This design comes from an exercise in tuning for small area on the open sky130 flow, not from production work.
Function was checked by simulation only, so behaviour that the tests miss may differ from the original.
Power figures rest on the tool's default switching activity, not on a simulated workload.

File: flow/design.v
/*verilator lint_off WIDTH*/
/*verilator lint_off CASEX*/
/*verilator lint_off CASEINCOMPLETE*/
module KR580VM80ALite
(
    input               clock,
    input               reset_n,
    input               ce,
    output              m0,
    output      [15:0]  address,
    output      [ 7:0]  port,
    input       [ 7:0]  in,
    input       [ 7:0]  port_in,
    output reg  [ 7:0]  out,
    output reg          rd,
    output reg          we,
    output reg          port_we,
    output reg          iff1
);
reg [15:0]  pc, cp;
reg [15:0]  bc, de, hl, sp;
reg [ 7:0]  a;
reg         fs, fz, fh, fp, fc;
reg         sw;
reg [ 7:0]  opcode;
reg [ 4:0]  t;
reg [ 7:0]  tmp;
assign address = sw ? cp : pc;
assign m0      = (t == 0);
assign port    = tmp;
wire [7:0] opc = m0 ? in : opcode;
reg [4:0] t_nx;
reg       rd_n, we_n, pwe_n;
reg       sw_set, sw_clr;
reg       pc_inc, pc_u2, pc_lo_out, pc_hi_tmp, pc_rst;
reg       cp_u2, cp_lo_in, cp_hi_in, cp_lo_tmp;
reg       x_cp;              
reg [1:0] ridx;              
reg [2:0] dsel;              
reg       rpm;               
reg [2:0] rsel;
reg       wr8, wpm;
reg [2:0] widx;
reg [1:0] w8src;             
reg       wr16;
reg [1:0] wpair;
reg [1:0] asel;              
reg [1:0] bsel;              
reg [2:0] aop;               
reg       asub, acin_c, acin_1;
reg       fl_all, fl_szhp, fl_c_alu, fl_c_daa, fl_c_rot, fl_c_stc, fl_psw;
reg       h_inv;
reg       out_ld;
reg [2:0] out_src;           
reg       tmp_ld, tmp_cph;
reg       iff_ld;
wire [3:0] cond = {fs, fp, fc, fz};
wire       ccc  = (cond[opc[5:4]] == opc[3]) || (opc == 8'hC9) || (opc == 8'hCD);
wire       m53  = opc[5:3] == 3'b110;
wire       m20  = opc[2:0] == 3'b110;
always @* begin
    t_nx = t + 1;
    rd_n = 0; we_n = 0; pwe_n = 0;
    sw_set = 0; sw_clr = 0;
    pc_inc = 0; pc_u2 = 0; pc_lo_out = 0; pc_hi_tmp = 0; pc_rst = 0;
    cp_u2 = 0; cp_lo_in = 0; cp_hi_in = 0; cp_lo_tmp = 0;
    x_cp = 0; ridx = 2'b10; dsel = 0;
    rpm = 0; rsel = opc[2:0];
    wr8 = 0; wpm = 0; widx = opc[5:3]; w8src = 0;
    wr16 = 0; wpair = opc[5:4];
    asel = 0; bsel = 0; aop = 0; asub = 0; acin_c = 0; acin_1 = 0;
    fl_all = 0; fl_szhp = 0; fl_c_alu = 0; fl_c_daa = 0; fl_c_rot = 0; fl_c_stc = 0; fl_psw = 0;
    h_inv = 0;
    out_ld = 0; out_src = 0;
    tmp_ld = 0; tmp_cph = 0;
    iff_ld = 0;
    if (m0) pc_inc = 1;
    casez (opc)
    8'b0000_0000: case (t)
        3: begin t_nx = 0; rd_n = 1; end
    endcase
    8'b00??_0001: case (t)
        0: rd_n = 1;
        1: begin pc_inc = 1; rd_n = 1; wr8 = 1; wpm = 1; widx = {opc[5:4], 1'b1}; rsel = 3'b110; end
        2: begin pc_inc = 1;           wr8 = 1; wpm = 1; widx = {opc[5:4], 1'b0}; rsel = 3'b110; end
        9: begin t_nx = 0; rd_n = 1; end
    endcase
    8'b00??_1001: case (t)
        1: begin rpm = 1; rsel = {opc[5:4], 1'b1}; ridx = opc[5:4]; asel = 3;
                 wr8 = 1; wpm = 1; widx = 3'b101; w8src = 1; fl_c_alu = 1; end
        2: begin rpm = 1; rsel = {opc[5:4], 1'b0}; ridx = opc[5:4]; asel = 3; acin_c = 1;
                 wr8 = 1; wpm = 1; widx = 3'b100; w8src = 1; fl_c_alu = 1; end
        9: begin t_nx = 0; rd_n = 1; end
    endcase
    8'b000?_0010: case (t)
        0: begin we_n = 1; out_ld = 1; rsel = 3'b111; ridx = opc[5:4]; cp_u2 = 1; sw_set = 1; end
        6: begin sw_clr = 1; t_nx = 0; rd_n = 1; end
    endcase
    8'b000?_1010: case (t)
        0: begin ridx = opc[5:4]; cp_u2 = 1; sw_set = 1; rd_n = 1; end
        1: begin wr8 = 1; widx = 3'b111; rsel = 3'b110; end
        6: begin sw_clr = 1; t_nx = 0; rd_n = 1; end
    endcase
    8'b0010_0010: case (t)
        0: rd_n = 1;
        1: begin cp_lo_in = 1; pc_inc = 1; rd_n = 1; end
        2: begin cp_hi_in = 1; pc_inc = 1; sw_set = 1; end
        3: begin we_n = 1; out_ld = 1; rsel = 3'b101; end
        4: begin we_n = 1; out_ld = 1; rsel = 3'b100; x_cp = 1; dsel = 1; cp_u2 = 1; end
        15: begin sw_clr = 1; t_nx = 0; rd_n = 1; end
    endcase
    8'b0010_1010: case (t)
        0: rd_n = 1;
        1: begin cp_lo_in = 1; pc_inc = 1; rd_n = 1; end
        2: begin cp_hi_in = 1; pc_inc = 1; rd_n = 1; sw_set = 1; end
        3: begin wr8 = 1; widx = 3'b101; rsel = 3'b110; rd_n = 1; x_cp = 1; dsel = 1; cp_u2 = 1; end
        4: begin wr8 = 1; widx = 3'b100; rsel = 3'b110; sw_clr = 1; end
        15: begin t_nx = 0; rd_n = 1; end
    endcase
    8'b0011_?010: case (t)
        0: rd_n = 1;
        1: begin cp_lo_in = 1; pc_inc = 1; rd_n = 1; end
        2: begin cp_hi_in = 1; pc_inc = 1; sw_set = 1; we_n = ~opc[3]; rd_n = opc[3];
                 out_ld = 1; rsel = 3'b111; end
        3: begin wr8 = opc[3]; widx = 3'b111; rsel = 3'b110; sw_clr = 1; end
        12: begin t_nx = 0; rd_n = 1; end
    endcase
    8'b00??_?011: case (t)
        0: begin ridx = opc[5:4]; dsel = opc[3] ? 2 : 1; wr16 = 1; end
        4: begin t_nx = 0; rd_n = 1; end
    endcase
    8'b00??_?10?: case (t)
        0: begin cp_u2 = 1; sw_set = 1; rd_n = 1; end
        1: begin rsel = opc[5:3]; ridx = opc[5:4]; asel = opc[0] ? 2 : 1; acin_1 = ~opc[0]; h_inv = opc[0];
                 fl_szhp = 1; wr8 = ~m53; w8src = 1; out_ld = 1; out_src = 1; end
        2: begin we_n = m53; end
        4: begin sw_clr = 1; t_nx = m53 ? 5 : 0; rd_n = ~m53; end
        9: begin t_nx = 0; rd_n = 1; end
    endcase
    8'b00??_?110: case (t)
        0: rd_n = 1;
        1: begin pc_inc = 1; cp_u2 = 1; rsel = 3'b110; wr8 = ~m53; we_n = m53; sw_set = m53; sw_clr = ~m53;
                 out_ld = 1; end
        6: begin t_nx = m53 ? 7 : 0; sw_clr = 1; rd_n = ~m53; end
        9: begin t_nx = 0; rd_n = 1; end
    endcase
    8'b000?_?111: case (t)
        0: begin aop = 4; wr8 = 1; widx = 3'b111; w8src = 1; fl_c_rot = 1; end
        3: begin t_nx = 0; rd_n = 1; end
    endcase
    8'b0010_0111: case (t)
        0: begin bsel = 1; wr8 = 1; widx = 3'b111; w8src = 1; fl_szhp = 1; fl_c_daa = 1; end
        3: begin t_nx = 0; rd_n = 1; end
    endcase
    8'b0010_1111: case (t)
        0: begin bsel = 2; aop = 2; wr8 = 1; widx = 3'b111; w8src = 1; end
        3: begin t_nx = 0; rd_n = 1; end
    endcase
    8'b0011_?111: case (t)
        0: fl_c_stc = 1;
        3: begin t_nx = 0; rd_n = 1; end
    endcase
    8'b01??_????: case (t)
        0: begin cp_u2 = 1; sw_set = 1; rd_n = m20; if (m53 && m20) pc_inc = 0; end
        1: begin ridx = opc[2:1]; wr8 = ~m53; we_n = m53; out_ld = 1; end
        4: begin sw_clr = 1; t_nx = (m53 || m20) ? 5 : 0; rd_n = ~(m53 || m20); end
        6: begin t_nx = 0; rd_n = 1; end
    endcase
    8'b10??_????: case (t)
        0: begin cp_u2 = 1; sw_set = 1; rd_n = m20; end
        1: begin ridx = opc[2:1]; aop = (opc[5:3] == 4) ? 1 : (opc[5:3] == 5) ? 2 : (opc[5:3] == 6) ? 3 : 0;
                 asub = opc[4] & ~opc[5] | (opc[5:3] == 7); acin_c = opc[3] & ~opc[5];
                 wr8 = opc[5:3] != 7; widx = 3'b111; w8src = 1; fl_all = 1; end
        4: begin sw_clr = 1; t_nx = m20 ? 5 : 0; rd_n = ~m20; end
        6: begin t_nx = 0; rd_n = 1; end
    endcase
    8'b11??_?000,
    8'b1100_1001: case (t)
        0: begin ridx = 3; cp_u2 = 1; sw_set = 1; rd_n = 1; end
        1: begin tmp_ld = 1; x_cp = 1; dsel = 1; cp_u2 = 1; rd_n = 1; end
        2: begin cp_lo_tmp = 1; cp_hi_in = 1; sw_clr = 1; ridx = 3; dsel = 3; wr16 = ccc; wpair = 3; end
        4: begin t_nx = ccc ? 5 : 0; rd_n = ~ccc; end
        10: begin t_nx = 0; x_cp = 1; pc_u2 = 1; rd_n = 1; end
    endcase
    8'b11??_0001: case (t)
        0: begin ridx = 3; cp_u2 = 1; sw_set = 1; rd_n = 1; end
        1: begin x_cp = 1; dsel = 1; cp_u2 = 1; rd_n = 1; rsel = 3'b110;
                 wr8 = (opc[5:4] != 3); wpm = 1; widx = {opc[5:4], 1'b1}; fl_psw = (opc[5:4] == 3); end
        2: begin sw_clr = 1; rsel = 3'b110; wr8 = 1; wpm = (opc[5:4] != 3); widx = (opc[5:4] == 3) ? 3'b111 : {opc[5:4], 1'b0};
                 ridx = 3; dsel = 3; wr16 = 1; wpair = 3; end
        10: begin t_nx = 0; rd_n = 1; end
    endcase
    8'b1110_1001: case (t)
        4: begin pc_u2 = 1; t_nx = 0; rd_n = 1; end
    endcase
    8'b1111_1001: case (t)
        0: begin wr16 = 1; wpair = 3; end
        4: t_nx = 0;
    endcase
    8'b11??_?010,
    8'b1100_0011: case (t)
        0: rd_n = 1;
        1: begin cp_lo_in = 1; pc_inc = 1; rd_n = 1; end
        2: begin cp_hi_in = 1; pc_inc = 1; end
        9: begin t_nx = 0; rd_n = 1; x_cp = 1; pc_u2 = ccc | opc[0]; end
    endcase
    8'b1111_?011: case (t)
        0: iff_ld = 1;
        3: begin t_nx = 0; rd_n = 1; end
    endcase
    8'b1101_0011: case (t)
        0: rd_n = 1;
        1: begin tmp_ld = 1; pwe_n = 1; out_ld = 1; rsel = 3'b111; pc_inc = 1; end
        9: begin t_nx = 0; rd_n = 1; end
    endcase
    8'b1101_1011: case (t)
        0: rd_n = 1;
        1: begin tmp_ld = 1; pc_inc = 1; end
        2: begin wr8 = 1; widx = 3'b111; w8src = 3; end
        9: begin t_nx = 0; rd_n = 1; end
    endcase
    8'b1110_0011: case (t)
        0: begin ridx = 3; cp_u2 = 1; sw_set = 1; rd_n = 1; end
        1: begin tmp_ld = 1; x_cp = 1; dsel = 1; cp_u2 = 1; rd_n = 1; end
        2: begin cp_u2 = 1; out_ld = 1; rsel = 3'b101; wr8 = 1; widx = 3'b101; w8src = 2; tmp_ld = 1; end
        3: begin ridx = 3; cp_u2 = 1; wr8 = 1; widx = 3'b100; w8src = 2; tmp_ld = 1; tmp_cph = 1; we_n = 1; end
        4: begin we_n = 1; out_ld = 1; out_src = 4; x_cp = 1; dsel = 1; cp_u2 = 1; end
        17: begin sw_clr = 1; t_nx = 0; rd_n = 1; end
    endcase
    8'b1110_1011: case (t)
        0: begin cp_u2 = 1; end
        1: begin ridx = 1; wr16 = 1; wpair = 2; end
        2: begin x_cp = 1; wr16 = 1; wpair = 1; end
        3: begin t_nx = 0; rd_n = 1; end
    endcase
    8'b11??_?100,
    8'b1100_1101: case (t)
        0: rd_n = 1;
        1: begin out_ld = 1; rsel = 3'b110; pc_inc = 1; rd_n = 1; end
        2: begin tmp_ld = 1; pc_inc = 1; end
        3: begin we_n = ccc; out_ld = 1; out_src = 2; sw_set = 1; ridx = 3; dsel = 4; cp_u2 = 1; pc_lo_out = ccc; end
        4: begin we_n = ccc; out_ld = 1; out_src = 3; x_cp = 1; dsel = 1; cp_u2 = 1; pc_hi_tmp = ccc; end
        6: begin ridx = 3; dsel = 4; wr16 = ccc; wpair = 3; end
        10: begin t_nx = ccc ? 11 : 0; rd_n = ~ccc; end
        16: begin t_nx = 0; rd_n = 1; end
    endcase
    8'b11??_0101: case (t)
        0: begin ridx = 3; dsel = 4; wr16 = 1; wpair = 3; cp_u2 = 1; sw_set = 1; end
        2: begin we_n = 1; out_ld = 1; out_src = (opc[5:4] == 3) ? 5 : 0; rpm = 1; rsel = {opc[5:4], 1'b1}; ridx = opc[5:4]; end
        3: begin we_n = 1; out_ld = 1; rpm = (opc[5:4] != 3); rsel = (opc[5:4] == 3) ? 3'b111 : {opc[5:4], 1'b0}; ridx = opc[5:4];
                 x_cp = 1; dsel = 1; cp_u2 = 1; end
        10: begin sw_clr = 1; t_nx = 0; rd_n = 1; end
    endcase
    8'b11??_?110: case (t)
        0: rd_n = 1;
        1: begin aop = (opc[5:3] == 4) ? 1 : (opc[5:3] == 5) ? 2 : (opc[5:3] == 6) ? 3 : 0;
                 asub = opc[4] & ~opc[5] | (opc[5:3] == 7); acin_c = opc[3] & ~opc[5];
                 wr8 = opc[5:3] != 7; widx = 3'b111; w8src = 1; fl_all = 1; pc_inc = 1; end
        6: t_nx = 0;
    endcase
    8'b11??_?111: case (t)
        1: begin we_n = 1; ridx = 3; dsel = 4; wr16 = 1; wpair = 3; cp_u2 = 1; sw_set = 1; out_ld = 1; out_src = 2; end
        2: begin we_n = 1; out_ld = 1; out_src = 3; x_cp = 1; dsel = 1; cp_u2 = 1; pc_rst = 1; end
        10: begin sw_clr = 1; t_nx = 0; rd_n = 1; end
    endcase
    endcase
end
wire [15:0] r16 = ridx == 0 ? bc : ridx == 1 ? de : ridx == 2 ? hl : sp;
wire [7:0]  R8 = (!rpm && rsel == 3'b110) ? in :
                 (!rpm && rsel == 3'b111) ? a  :
                 rsel[0] ? r16[7:0] : r16[15:8];
wire [15:0] u2x = x_cp ? cp : r16;
wire [15:0] u2d = dsel == 1 ? 16'h0001 : dsel == 2 ? 16'hFFFF : dsel == 3 ? 16'h0002 : dsel == 4 ? 16'hFFFE : 16'h0000;
wire [15:0] u2  = u2x + u2d;
wire        daa1 = fh || a[3:0] > 9;
wire        daa2 = fc || a[7:4] > 9 || (a[7:4] >= 9 && a[3:0] > 9);
wire [7:0]  corr = {1'b0, daa2, daa2, 1'b0, 1'b0, daa1, daa1, 1'b0};
wire [7:0]  A = asel == 0 ? a : asel == 1 ? 8'h00 : asel == 2 ? 8'hFF : (rsel[0] ? hl[7:0] : hl[15:8]);
wire [7:0]  B = bsel == 0 ? R8 : bsel == 1 ? corr : 8'hFF;
wire        cin = acin_1 | (acin_c ? (fc ^ asub) : asub);
wire [8:0]  sum = A + (B ^ {8{asub}}) + cin;
reg  [7:0]  rot;
always @*
    case (opc[4:3])
    2'b00: rot = {a[6:0], a[7]};
    2'b01: rot = {a[0], a[7:1]};
    2'b10: rot = {a[6:0], fc};
    2'b11: rot = {fc, a[7:1]};
    endcase
wire [7:0]  alu = aop == 0 ? sum[7:0] : aop == 1 ? (A & B) : aop == 2 ? (A ^ B) : aop == 3 ? (A | B) : rot;
wire        c_alu = (aop == 0) & (sum[8] ^ asub);
wire        h_alu = (aop == 0) ? (A[4] ^ B[4] ^ sum[4] ^ h_inv) : (aop == 1) & (A[4] | B[4]);
wire [7:0]  W8 = w8src == 0 ? R8 : w8src == 1 ? alu : w8src == 2 ? tmp : port_in;
wire [7:0]  flagsbyte = {fs, fz, 1'b0, fh, 1'b0, fp, 1'b1, fc};
wire w8a   = wr8 & ~wpm & (widx == 3'b111);
wire w8r   = wr8 & (wpm | ~widx[2] | ~widx[1]);
wire [1:0] w8pair = widx[2:1];
always @(posedge clock)
if (reset_n == 0) begin
    bc <= 16'h10FF;
    de <= 16'hBEEF;
    hl <= 16'hFF13;
    sp <= 16'h00FF;
    a  <= 8'h9A;
    {fs, fz, fh, fp, fc} <= 5'b00001;
end
else if (ce) begin
    if (w8a) a <= W8;
    if (w8r) case (w8pair)
        0: if (widx[0]) bc[7:0] <= W8; else bc[15:8] <= W8;
        1: if (widx[0]) de[7:0] <= W8; else de[15:8] <= W8;
        2: if (widx[0]) hl[7:0] <= W8; else hl[15:8] <= W8;
        3: if (widx[0]) sp[7:0] <= W8; else sp[15:8] <= W8;
    endcase
    if (wr16) case (wpair)
        0: bc <= u2;
        1: de <= u2;
        2: hl <= u2;
        3: sp <= u2;
    endcase
    if (fl_all | fl_szhp) begin
        fs <= alu[7];
        fz <= alu == 0;
        fp <= ~^alu;
        fh <= h_alu;
    end
    if (fl_all | fl_c_alu) fc <= c_alu;
    if (fl_c_daa) fc <= daa2 | fc;
    if (fl_c_rot) fc <= opc[3] ? a[0] : a[7];
    if (fl_c_stc) fc <= opc[3] ? ~fc : 1'b1;
    if (fl_psw) {fs, fz, fh, fp, fc} <= {in[7], in[6], in[4], in[2], in[0]};
end
always @(posedge clock)
if (reset_n == 0) begin
    t       <= 0;
    sw      <= 0;
    pc      <= 16'hF800;
    iff1    <= 0;
    rd      <= 1;
    we      <= 0;
    port_we <= 0;
end
else if (ce) begin
    t       <= t_nx;
    rd      <= rd_n;
    we      <= we_n;
    port_we <= pwe_n;
    if (m0) opcode <= in;
    if (sw_set) sw <= 1; else if (sw_clr) sw <= 0;
    if (iff_ld) iff1 <= opc[3];
    if (pc_inc) pc <= pc + 1;
    if (pc_u2) pc <= u2;
    if (pc_lo_out) pc[7:0] <= out;
    if (pc_hi_tmp) pc[15:8] <= tmp;
    if (pc_rst) pc <= {10'b0, opc[5:3], 3'b000};
    if (cp_u2) cp <= u2;
    if (cp_lo_in) cp[7:0] <= in;
    if (cp_hi_in) cp[15:8] <= in;
    if (cp_lo_tmp) cp[7:0] <= tmp;
    if (out_ld) case (out_src)
        0: out <= R8;
        1: out <= alu;
        2: out <= pc[7:0];
        3: out <= pc[15:8];
        4: out <= tmp;
        default: out <= flagsbyte;
    endcase
    if (tmp_ld) tmp <= tmp_cph ? cp[15:8] : in;
end
endmodule
File: flow/constraint.sdc
create_clock -name core_clock -period 10.0 [get_ports {clock}]
set_input_delay 2.0000 -clock core_clock [delete_from_list [all_inputs] [get_ports {clock}]]
set_output_delay 2.0000 -clock core_clock [all_outputs]
set_load 0.01 [all_outputs]
File: flow/run.sh
#!/bin/bash
# synth_recipe.tcl (not shown) runs the flow's synth.tcl, then flattens the netlist and writes it again
# the make line also repeats each setting of config.mk as NAME=value (left out here)
make -C /OpenROAD-flow-scripts/flow DESIGN_CONFIG=/design/flow/config.mk WORK_HOME=/design/flow/orfs CLKGATE_MAP_FILE= SYNTH_SCRIPT=/design/flow/synth_recipe.tcl finish
File: flow/config.mk
export PLATFORM = sky130hd
export DESIGN_NAME = KR580VM80ALite
export DESIGN_NICKNAME = KR580VM80ALite
export VERILOG_FILES = /design/flow/design.v
export SDC_FILE = /design/flow/constraint.sdc
export NUM_CORES = 4
export LEC_CHECK = 0
export CAP_MARGIN = 20
export CORE_MARGIN = 2
export CORE_UTILIZATION = 40
export SLEW_MARGIN = 20
==> results_dict.tcl <==
set metrics [dict create \
    top_usage_layer "met2" \
    fillers 3688 \
    avgSynthCellArea_um2 7.49 \
    cts_buffers 17 \
    period_needed_ps 9230 \
    area_growth_pct 12.8 \
    synth_area_leaders "dfxtp_1, edfxtp_1, o21ai_0, nand2_1, ha_1" \
    reg2reg_slack_ps 900 \
    critPathKind "primary input to flop" \
    crit_end "sp[7]$_SDFFE_PN1P_" \
    netlist_area_um2 14500 \
    firstDrtPassIters 7 \
    grt_util_met3 0.0909 \
    wl_per_cell_um 31.5 \
    finalCritPeriodShare 0.923 \
    ctsHtreeMaxLevel 4 \
    p_leak_nw 6.21 \
    viasPerCell 7.08 \
    ys_seq_area_frac 0.225 \
    place_congestion 1.04 \
    synth_top_area_cell "dfxtp_1" \
    final_core_utilization 0.459 \
    met2_usage 0.581 \
    ir_drop_v 0.000219 \
    grt_pass1_vias 15800 \
    die_x_um 194 \
    hold_viol 0 \
    fp.dieH_um 194 \
    clkSlewWorstSetupHoldPaths_ps 70 \
    rr_startpoint "t[0]$_SDFFE_PN0P_" \
    track_usage 0.400 \
    setup_tns_ps 0 \
    grt_pass1_wl_mm 112 \
    multi_input_area_um2 10400 \
    met1_usage 0.565 \
    timing.rr.end "sp[7]$_SDFFE_PN1P_" \
    slew_headroom 0.158 \
    ys_top_cells_by_count "o21ai_0, nand2_1, nor2_1" \
    end_kind "flop" \
    syn_nets 2013 \
    initial_core_util 0.407 \
    grt-ovfl-total 0 \
    cts_tree "done" \
    tightestPinTransition_ps 1260 \
    synth.distinct_cells 103 \
    rsz0062_at_grt "false" \
    row_count 69 \
    cp-start-kind "primary input" \
    numClockSinks 143 \
    fp.coreArea_um2 35700 \
    crit_path_max_incr_delay_ps 900 \
    power_density_nw_per_um2 264 \
    drv_cap 0 \
    timing.fmax_ghz 0.108 \
    die-area_um2 37800 \
    ff2ff_path_depth 31 \
    drc_errors 0 \
    vias 17300 \
    required_ps 10300 \
    drive_above_1_share 0.122 \
    worstSkewPairLatency_ps 460 \
    antenna_found_initial 2 \
    cts_hold_buffers 0 \
    status "no timing/DRC/antenna violations" \
    synth_flop_cell "dfxtp_1" \
    hold_start "bc[13]$_SDFFE_PN0P_" \
    finalNetCount 2041 \
    cts_buffer_depth 2 \
    synth.yosys.warnings 1 \
    port_buffers 55 \
    crit_path_start "in[6]" \
    worst-path-max-fanout 16 \
    cp_slowest_cell "a21oi_1" \
    synth_edf_count 40 \
    grt_max_degree 56 \
    wl_mm 76.8 \
    ys_async_sr_fraction 0 \
    post_cts_buffers 0 \
    synth_most_common_cell "o21ai_0" \
    finalSetupViolCount 0 \
    synth_top_area_share 0.142 \
    boundaryPins 56 \
    clock_skew_ps 19.3 \
    slew_viol_final 0 \
    synth_seq_cells 143 \
    seq_area_um2 3260 \
    hold_path.class "flop to flop" \
    cts_root_buffer "clkbuf_16" \
    drt-initial-drc-count 2613 \
    dp_hpwl_mm 57.9 \
    diodes 0 \
    critPathArrivalTime_ps 9520 \
    cts_resized 0 \
    syn_inst 1938 \
    antenna_left 0 \
]
-- per-layer routing --
metal,vias to the layer above,routed length [µm],share of wire
met5,-,0,0
met4,0,3470,0.045
met3,239,9720,0.13
met2,1301,31800,0.41
met1,8380,31800,0.41
li1,7358,-,-
-- kinds of logic after synthesis --
| logic type | count (synthesis) | share of synthesized area |
|---|---|---|
| AO/OA/AOI/OAI | 649 | 0.292 |
| XOR/XNOR | 50 | 0.0311 |
| adder cells (fa/ha/maj) | 56 | 0.0498 |
| buffers and inverters | 216 | 0.0624 |
| flip-flops | 143 | 0.225 |
| multiplexers | 111 | 0.0884 |
| AND/OR/NAND/NOR | 713 | 0.252 |
-- cell usage in the layout, fill, tap and decap left out, types with 18 or more instances in the layout --
cell / synthesis / final
clkdlybuf4s50_1: 0 / 55
nor3_1: 51 / 50
nand3_1: 72 / 72
o211ai_1: 27 / 27
a21oi_1: 127 / 125
xor2_1: 19 / 19
xnor2_1: 30 / 30
nand2b_1: 23 / 23
nand4_1: 25 / 25
a221oi_1: 32 / 32
dfxtp_1: 103 / 103
a31oi_1: 26 / 26
buf_4: 7 / 88
ha_1: 53 / 53
and2_1: 24 / 24
nand2_1: 192 / 192
edfxtp_1: 40 / 40
and3_1: 20 / 20
a21o_1: 19 / 19
nor2_1: 164 / 161
o21ai_0: 201 / 201
or3_1: 18 / 18
mux2i_1: 53 / 52
mux2_2: 47 / 47
nor4_1: 27 / 24
inv_1: 73 / 72
a211oi_1: 26 / 25
-- critical path, delay by kind of cell --
kind | cells | cell delay [ps]
AO/OA/AOI/OAI | 12 | 3090
multiplexers | 1 | 370
AND/OR/NAND/NOR | 9 | 2270
XOR/XNOR | 2 | 360
adder cells (fa/ha/maj) | 2 | 630
buffers and inverters | 3 | 760
-- area by class of cell --
class | count | area share
clock buffers | 18 | 0.0262
clock inverters | 14 | 0.00940
inverters | 80 | 0.0183
multi-input cells | 1579 | 0.637
flip-flops and latches | 143 | 0.199
well taps | 461 | 0.0352
repair buffers | 145 | 0.0748
-- worst min path at each step --
stage | endpoint | slack (ps) | cells past startpoint
final | bc[13]$_SDFFE_PN0P_ | 450 | 2
after global routing | bc[6]$_SDFFE_PN1P_ | 490 | 2
after CTS | bc[13]$_SDFFE_PN0P_ | 450 | 2
after detailed placement | bc[13]$_SDFFE_PN0P_ | 440 | 2
after global placement | bc[13]$_SDFFE_PN0P_ | 440 | 2
after floorplan | sp[13]$_SDFFE_PN0P_ | 420 | 2
-- flip-flops by register name, indices dropped and copies added, names as in the netlist, 5 cells and up --
name / cells
a: 8
t: 5
sp: 16
pc: 16
bc: 16
out: 8
opcode: 8
de: 16
hl: 16
tmp: 8
cp: 16
-- power by group --
group | internal [mW] | total (mW) | switching [mW]
Sequential | 0.666 | 0.736 | 0.0699
Clock | 0.373 | 0.684 | 0.311
Combinational | 1.01 | 2.91 | 1.90
Total | 2.05 | 4.33 | 2.28
-- per-stage QoR --
step	setup WS, ps	power (mW)	hold WS, ps	instance area (µm²)	std cells
global route	283	4.51	492	16400	2440
global placement	658	3.51	435	15700	2405
detailed placement	539	3.52	442	15700	2405
finish	773	4.33	449	16400	2440
CTS	983	4.20	451	16300	2437
floorplan	1130	2.51	424	14500	1938

-- what the ideal ports hide --
The flow's constraints put no driver on any port. The routed layout listed below was extracted and timed again, unchanged, in two steps.
Step 1: set_driving_cell puts a clkbuf_16 on clock and a buf_2 on each other input, an assumption about the parent block.
Step 2 moves the port delays by t, midway between the first and last clock arrival at a register: inputs arrive t later, outputs are due t later. That takes back most of the time a late clock gives input paths.
Three values: ideal ports, drivers, drivers and shift; two values: the first two.
shift t [ns]: 0.512
slack for setup (ns): 0.773 / 0.806 / 0.295
hold slack, ns: 0.449 / 0.449 / 0.449
worst data-port slew with drivers (ns): 0.04
After both steps setup and hold are still met in this run. For this run, drivers alone change the setup slack by +0.033 ns; drivers and shift together by -0.478 ns.
